This design comes from an exercise in tuning for small area, a short achievable clock period and few clock cycles on the open sky130 flow, not from production work. Only simulation tests tie the RTL to the original design; equivalence was not proved.

==> flow/design.v (excerpt) <==
module muldiv
(
    input  logic        clk,
    input  logic        rst,
    input  logic        start,
    input  logic [2:0]  funct3,
    input  logic [31:0] rs1,
    input  logic [31:0] rs2,
    output logic        ready,
    output logic        done,
    output logic [31:0] result
);
Size in the first run: about 1600 cells after synthesis, about 130 flip-flops, roughly 0.013 mm^2 of cells after synthesis.
clock: 9.0 ns
lec_check: 0
abc_clock_period_in_ps: 4000
cap_margin: 20
core_margin: 2
core_utilization: 50
cts_buf_list: sky130_fd_sc_hd__clkbuf_4 sky130_fd_sc_hd__clkbuf_8
setup_slack_margin: 4.3
slew_margin: 20
standard.sh (not shown) runs the stock make flow with config.mk's settings and CLKGATE_MAP_FILE= SYNTH_SCRIPT=/design/flow/synth_recipe.tcl, a recipe that flattens the netlist after the stock synthesis.
==> flow/flow/run.sh <==
#!/bin/bash
# The standard layout (standard.sh), with each port buffered by a
# sky130_fd_sc_hd__buf_1 instead of the larger cell buffer_ports picks.
# standard.sh's output goes to standard.log in this folder.
export BUFFER_PORTS_ARGS="-buffer_cell sky130_fd_sc_hd__buf_1"
bash standard.sh > standard.log 2>&1
Testbench counts at the start, summed over its fixed seeds: cycles 32,841.
Then changed:
- CTS_BUF_LIST: sky130_fd_sc_hd__clkbuf_4 sky130_fd_sc_hd__clkbuf_8 -> not set
- SETUP_SLACK_MARGIN: 4.3 -> 4.0
Outcome: Clock-buffer cell count does not change; via count goes down by 1.6%; maximum frequency decreases by 4.3%; register-to-register slack loses 210 ps.
Then changed:
- CORE_UTILIZATION: 50 -> 40
- SETUP_SLACK_MARGIN: 4.0 -> 4.5
Effect: Utilization came out lower by 5.3 points. Final area came out higher by 13%. Die area came out higher by 24%. Wire length came out higher by 5.5%. Clock skew hardly moves.
Then changed:
- CORE_UTILIZATION: 40 -> 50
- CTS_BUF_LIST: not set -> sky130_fd_sc_hd__clkbuf_4 sky130_fd_sc_hd__clkbuf_8
- SETUP_SLACK_MARGIN: 4.5 -> 4.0
- flip-flop and latch count is unchanged
- cell count falls by 6.7%
- utilization rises by 4.8 points
- routed wire length falls by 4.7%
- via count falls by 3.5%
Then changed:
- ABC_CLOCK_PERIOD_IN_PS: 4000 -> 3000
What happened:
- clock-buffer cell count is unchanged
- worst setup slack is unchanged
- die area is unchanged
- critical path depth stays the same
- global-route usage stays the same
- synthesized cell count does not change
- utilization does not change


The RTL this note starts from:
==> flow/design.v <==
module muldiv
(
    input  logic        clk,
    input  logic        rst,
    input  logic        start,
    input  logic [2:0]  funct3,
    input  logic [31:0] rs1,
    input  logic [31:0] rs2,
    output logic        ready,
    output logic        done,
    output logic [31:0] result
);
logic st_idle, st_mul, st_align, st_dneg, st_norm, st_div, st_corr, st_fix, st_done;
logic [64:0] X;
logic [32:0] Y;        
logic [4:0]  cnt;
wire        p_sgn  = ~funct3[0];                           
wire        p_dneg = funct3[2] & p_sgn & rs2[31];
wire        p_short = funct3[1] ? (rs2[31:15] == 17'd0)
                                : ((rs2[31:15] == 17'd0) | (rs2[31:15] == 17'h1ffff));
always_ff @(posedge clk) begin
    if (funct3[2])
        Y <= {p_dneg, rs2};
    else
        Y <= {((funct3 == 3'b001) | (funct3 == 3'b010)) & rs1[31], rs1};
end
wire        dneg   = Y[32];                                
wire        o_hi    = (funct3 != 3'b000);                  
wire        o_short = p_short;                             
wire        o_corr  = funct3[1] & rs2[31];                 
wire        o_rem   = funct3[1];                           
wire        o_neg   = funct3[1] ? (p_sgn & rs1[31])        
                                : (p_sgn & (rs1[31] ^ rs2[31]));
logic sel_ah, sel_ar, sel_y1, sel_y2, sel_bh, sel_bl, sel_bm, inv, cin;
logic sel_c1, sel_c2, cneg;
wire [36:0] ysx = {{4{Y[32]}}, Y};
wire [36:0] aop = ({37{sel_ah}} & {{4{X[64]}}, X[64:32]})
                | ({37{sel_ar}} & {{3{X[64]}}, X[64:31]});
wire [36:0] bop = ({37{sel_y1}} & ysx)
                | ({37{sel_y2}} & {ysx[35:0], 1'b0})
                | ({37{sel_bh}} & {5'b00000, X[63:32]})
                | ({37{sel_bl}} & {5'b00000, X[31:0]})
                | ({37{sel_bm}} & {5'b00000, X[59:28]});
wire [34:0] cm    = ({35{sel_c1}} & ysx[34:0])
                  | ({35{sel_c2}} & {ysx[33:0], 1'b0});
wire [36:0] cop   = {cm ^ {35{cneg}}, {2{cneg}}};
wire [36:0] bx    = bop ^ {37{inv}};
wire [36:0] csum  = aop ^ bx ^ cop;
wire [36:0] ccar  = {(aop[35:0] & bx[35:0]) | (aop[35:0] & cop[35:0]) | (bx[35:0] & cop[35:0]), cneg};
wire [36:0] S;
muldiv_add37 add (.a(csum), .b(ccar), .cin(cin), .s(S));
wire        sneg  = S[36];
function automatic logic [3:0] niblen(input logic [31:0] x, input logic s);
    niblen = 4'd0;
    for (int i = 0; i < 8; i++)
        if (x[4*i +: 4] != {4{s}}) niblen = 4'(i + 1);
endfunction
wire       dz    = (Y[31:0] == 32'd0);
wire [3:0] na    = niblen(X[63:32], 1'b0);
wire [3:0] nd    = niblen(Y[31:0], dneg);    
logic [2:0] nnm1;
always_comb begin
    if (dz || na <= nd)      nnm1 = 3'd0;
    else if (na >= nd + 4'd7) nnm1 = 3'd7;
    else                     nnm1 = 3'(na - nd);
end
wire [63:0] xn = {32'd0, X[63:32]} << {~nnm1, 2'b00};    
wire last = (cnt == 5'd0);
wire [20:0] nxt0, nxt1;
muldiv_next nx0 (.sg(1'b0), .nxt(nxt0), .*);
muldiv_next nx1 (.sg(1'b1), .nxt(nxt1), .*);
wire [20:0] nxt = sneg ? nxt1 : nxt0;
wire [3:0] nx  = st_idle ? rs2[3:0] : X[7:4];
wire       npv = st_idle ? 1'b0 : X[3];
wire nb_one = nx[0] ^ npv;
wire nb_two = (nx[1] & ~nx[0] & ~npv) | (~nx[1] & nx[0] & npv);
wire nb_neg = nx[1] & ~(nx[0] & npv);
wire nc_one = nx[2] ^ nx[1];
wire nc_two = (nx[3] & ~nx[2] & ~nx[1]) | (~nx[3] & nx[2] & nx[1]);
wire nc_neg = nx[3] & ~(nx[2] & nx[1]);
wire x_hs = ~(st_idle | st_mul | st_align | st_norm);
wire x_ls = st_fix | st_dneg | st_corr | (st_div & last & o_rem);    
wire x_ld = ~(st_idle | st_mul | st_align | st_norm | x_ls);
always_ff @(posedge clk) begin
    X[64:32] <= ({33{st_idle}} & {1'b0, rs1 & {32{funct3[2]}}})
              | ({33{st_mul}}  & S[36:4])
              | ({33{st_align}} & {{16{X[64]}}, X[64:48]})
              | ({33{st_norm}} & {1'b0, xn[63:32]})
              | ({33{x_hs}}    & {S[32] & ~st_dneg, S[31:0]});    
    X[31:0]  <= ({32{st_idle}} & rs2)
              | ({32{st_mul}}  & {S[3:0], X[31:4]})
              | ({32{st_align}} & X[47:16])
              | ({32{st_norm}} & xn[31:0])
              | ({32{x_ls}}    & S[31:0])                         
              | ({32{x_ld}}    & {X[30:0], ~sneg});               
    cnt <= st_norm ? {nnm1, 2'b11} : (st_idle ? {2'b00, ~p_short, 2'b11} : cnt - 5'd1);
    {sel_ah, sel_ar, sel_y1, sel_y2, sel_bh, sel_bl, sel_bm, inv, cin, sel_c1, sel_c2, cneg} <= nxt[20:9];
    if (rst) begin
        {st_idle, st_mul, st_align, st_dneg, st_norm, st_div, st_corr, st_fix, st_done} <= 9'b100000000;
    end else begin
        {st_idle, st_mul, st_align, st_dneg, st_norm, st_div, st_corr, st_fix, st_done}
            <= nxt[8:0];
    end
end
assign ready  = st_idle;
assign done   = st_done;
assign result = X[31:0];
endmodule
module muldiv_next
(
    input  logic        sg,
    input  logic        st_idle, st_mul, st_align, st_dneg, st_norm, st_div, st_corr, st_fix, st_done,
    input  logic        start,
    input  logic [2:0]  funct3,
    input  logic [31:0] rs1,
    input  logic        p_sgn, p_dneg,
    input  logic        last, dz,
    input  logic        o_hi, o_corr, o_short, o_rem, o_neg,
    input  logic        nb_one, nb_two, nb_neg, nc_one, nc_two, nc_neg,
    output logic [20:0] nxt
);
wire early  = sg | dz;                  
wire n_idle = (st_idle & ~start) | st_done;
wire n_mul  = (st_idle & start & ~funct3[2]) | (st_mul & ~last);
wire n_dneg = st_idle & start & funct3[2] & p_sgn & rs1[31];
wire n_norm = (st_idle & start & funct3[2] & ~(p_sgn & rs1[31])) | st_dneg;
wire n_div  = (st_norm & ~early) | (st_div & ~last);
wire n_corr = st_div & last & o_rem & sg;
wire n_align = st_mul & last & o_short;
wire m_end  = (st_mul & last & ~o_short) | st_align;    
wire n_fix  = (m_end & o_hi)
            | (st_norm & early)
            | (st_div & last & o_neg & ~(o_rem & sg))
            | (st_corr & o_neg);
wire n_done = (m_end & ~o_hi)
            | (st_div & last & ~o_neg & ~(o_rem & sg))
            | (st_corr & ~o_neg);
wire n_sub  = st_norm | ~sg;
logic nf_ah, nf_by, nf_bh, nf_bl, nf_bm, nf_inv, nf_cin;
always_comb begin
    if (st_mul | st_align) begin
        nf_ah = 1'b1; nf_by = o_corr; nf_bh = 1'b0; nf_bl = 1'b0; nf_bm = 1'b0; nf_inv = 1'b0; nf_cin = 1'b0;
    end else if (st_norm) begin
        nf_ah = 1'b0; nf_by = 1'b0; nf_bh = 1'b0; nf_bl = 1'b0; nf_bm = o_rem;
        nf_inv = o_rem ? o_neg : dz;
        nf_cin = o_rem & o_neg;
    end else begin
        nf_ah = 1'b0; nf_by = 1'b0; nf_bh = o_rem; nf_bl = ~o_rem; nf_bm = 1'b0; nf_inv = o_neg; nf_cin = o_neg;
    end
end
assign nxt[20] = n_mul | n_norm | n_corr | (n_fix & nf_ah);                           
assign nxt[19] = n_div;                                                               
assign nxt[18] = (n_mul & nb_one) | n_div | n_norm | n_corr | (n_fix & nf_by);        
assign nxt[17] = n_mul & nb_two;                                                      
assign nxt[16] = n_dneg | (n_fix & nf_bh);                                            
assign nxt[15] = n_fix & nf_bl;                                                       
assign nxt[14] = n_fix & nf_bm;                                                       
assign nxt[13] = (n_mul & nb_neg) | (n_div & (n_sub ^ p_dneg)) | (n_norm & ~p_dneg)
               | (n_corr & p_dneg) | n_dneg | (n_fix & nf_inv);                       
assign nxt[12] = (n_mul & nb_neg) | (n_div & (n_sub ^ p_dneg)) | (n_norm & ~p_dneg)
               | (n_corr & p_dneg) | n_dneg | (n_fix & nf_cin);                       
assign nxt[11]  = n_mul & nc_one;                                                      
assign nxt[10]  = n_mul & nc_two;                                                      
assign nxt[9]  = n_mul & nc_neg;                                                      
assign nxt[8:0] = {n_idle, n_mul, n_align, n_dneg, n_norm, n_div, n_corr, n_fix, n_done | st_fix};
endmodule
module muldiv_add37
(
    input  logic [36:0] a,
    input  logic [36:0] b,
    input  logic        cin,
    output logic [36:0] s
);
wire [36:0] g = a & b;
wire [36:0] p = a ^ b;
wire [37*7-1:0] G, P;
assign G[36:0] = {g[36:1], g[0] | (p[0] & cin)};
assign P[36:0] = p;
genvar l, i;
generate
    for (l = 0; l < 6; l++) begin : lvl
        for (i = 0; i < 37; i++) begin : bit_
            if (((i >> l) & 1) == 1) begin : op
                localparam int J = ((i >> l) << l) - 1;
                assign G[37*(l+1) + i] = G[37*l + i] | (P[37*l + i] & G[37*l + J]);
                assign P[37*(l+1) + i] = P[37*l + i] & P[37*l + J];
            end else begin : pass
                assign G[37*(l+1) + i] = G[37*l + i];
                assign P[37*(l+1) + i] = P[37*l + i];
            end
        end
    end
endgenerate
assign s = p ^ {G[37*6 +: 36], cin};
endmodule
Settings: LEC_CHECK=0, ABC_CLOCK_PERIOD_IN_PS=4000, CAP_MARGIN=20, CORE_MARGIN=2, CORE_UTILIZATION=50, CTS_BUF_LIST=sky130_fd_sc_hd__clkbuf_4 sky130_fd_sc_hd__clkbuf_8, SETUP_SLACK_MARGIN=4.5, SLEW_MARGIN=20; clock period 9.0 ns.
Scripts as last shown in full above: flow/flow/run.sh
Testbench counts at the start, summed over its fixed seeds: cycles 31,398.
Edit:
SETUP_SLACK_MARGIN = 4.0   (was 4.5)
The changed run produced a clean layout.
Cell count is lower by a few percent.
Design area is lower by a little under a tenth.
Area after synthesis is unchanged.
Flip-flop and latch count is unchanged.
Global-route usage is lower by 1.5 points.
Via count is lower by a few percent.
Die area does not change.

separate check: timing with driven ports:
In the flow no input, the clock included, has a driving cell. The finished layouts below were timed again as built, in two steps. Step 1 sets driving cells, clkbuf_16 on the clock port and buf_2 on the other inputs (assumed; they add their load-dependent delay and slew). Step 2 moves the port delays by t, midway between the first and last clock arrival at a register: inputs arrive t later, outputs are due t later. That takes back most of the time a late clock gives input paths. a / b / c = ideal / step 1 / step 2; a / b = the first two.
run | shift t [ns] | slack for setup (ns) | clock arrival spread, ns | slew at the worst register clock pin (ns)
the first run of note 1 | 0.511 | 4.295 / 4.295 / 4.295 | 0.020 / 0.020 | 0.10 / 0.10
the second run of note 1 | 0.489 | 4.081 / 4.081 / 4.081 | 0.016 / 0.015 | 0.07 / 0.07
the third run of note 1 | 0.508 | 4.356 / 4.356 / 4.347 | 0.013 / 0.013 | 0.07 / 0.07
the fourth run of note 1 | 0.508 | 3.993 / 3.993 / 3.993 | 0.021 / 0.020 | 0.10 / 0.10
the fifth run of note 1 | 0.508 | 3.993 / 3.993 / 3.993 | 0.021 / 0.020 | 0.10 / 0.10
the first run of note 2 | 0.516 | 4.270 / 4.270 / 4.270 | 0.024 / 0.024 | 0.10 / 0.10
the second run of note 2 | 0.510 | 4.137 / 4.137 / 4.137 | 0.024 / 0.025 | 0.10 / 0.10
After both steps setup and hold are still met in every run listed. The setup slack of the third run of note 1, which loses most, moves by 0.000 ns with the drivers and by -0.009 ns with both steps.
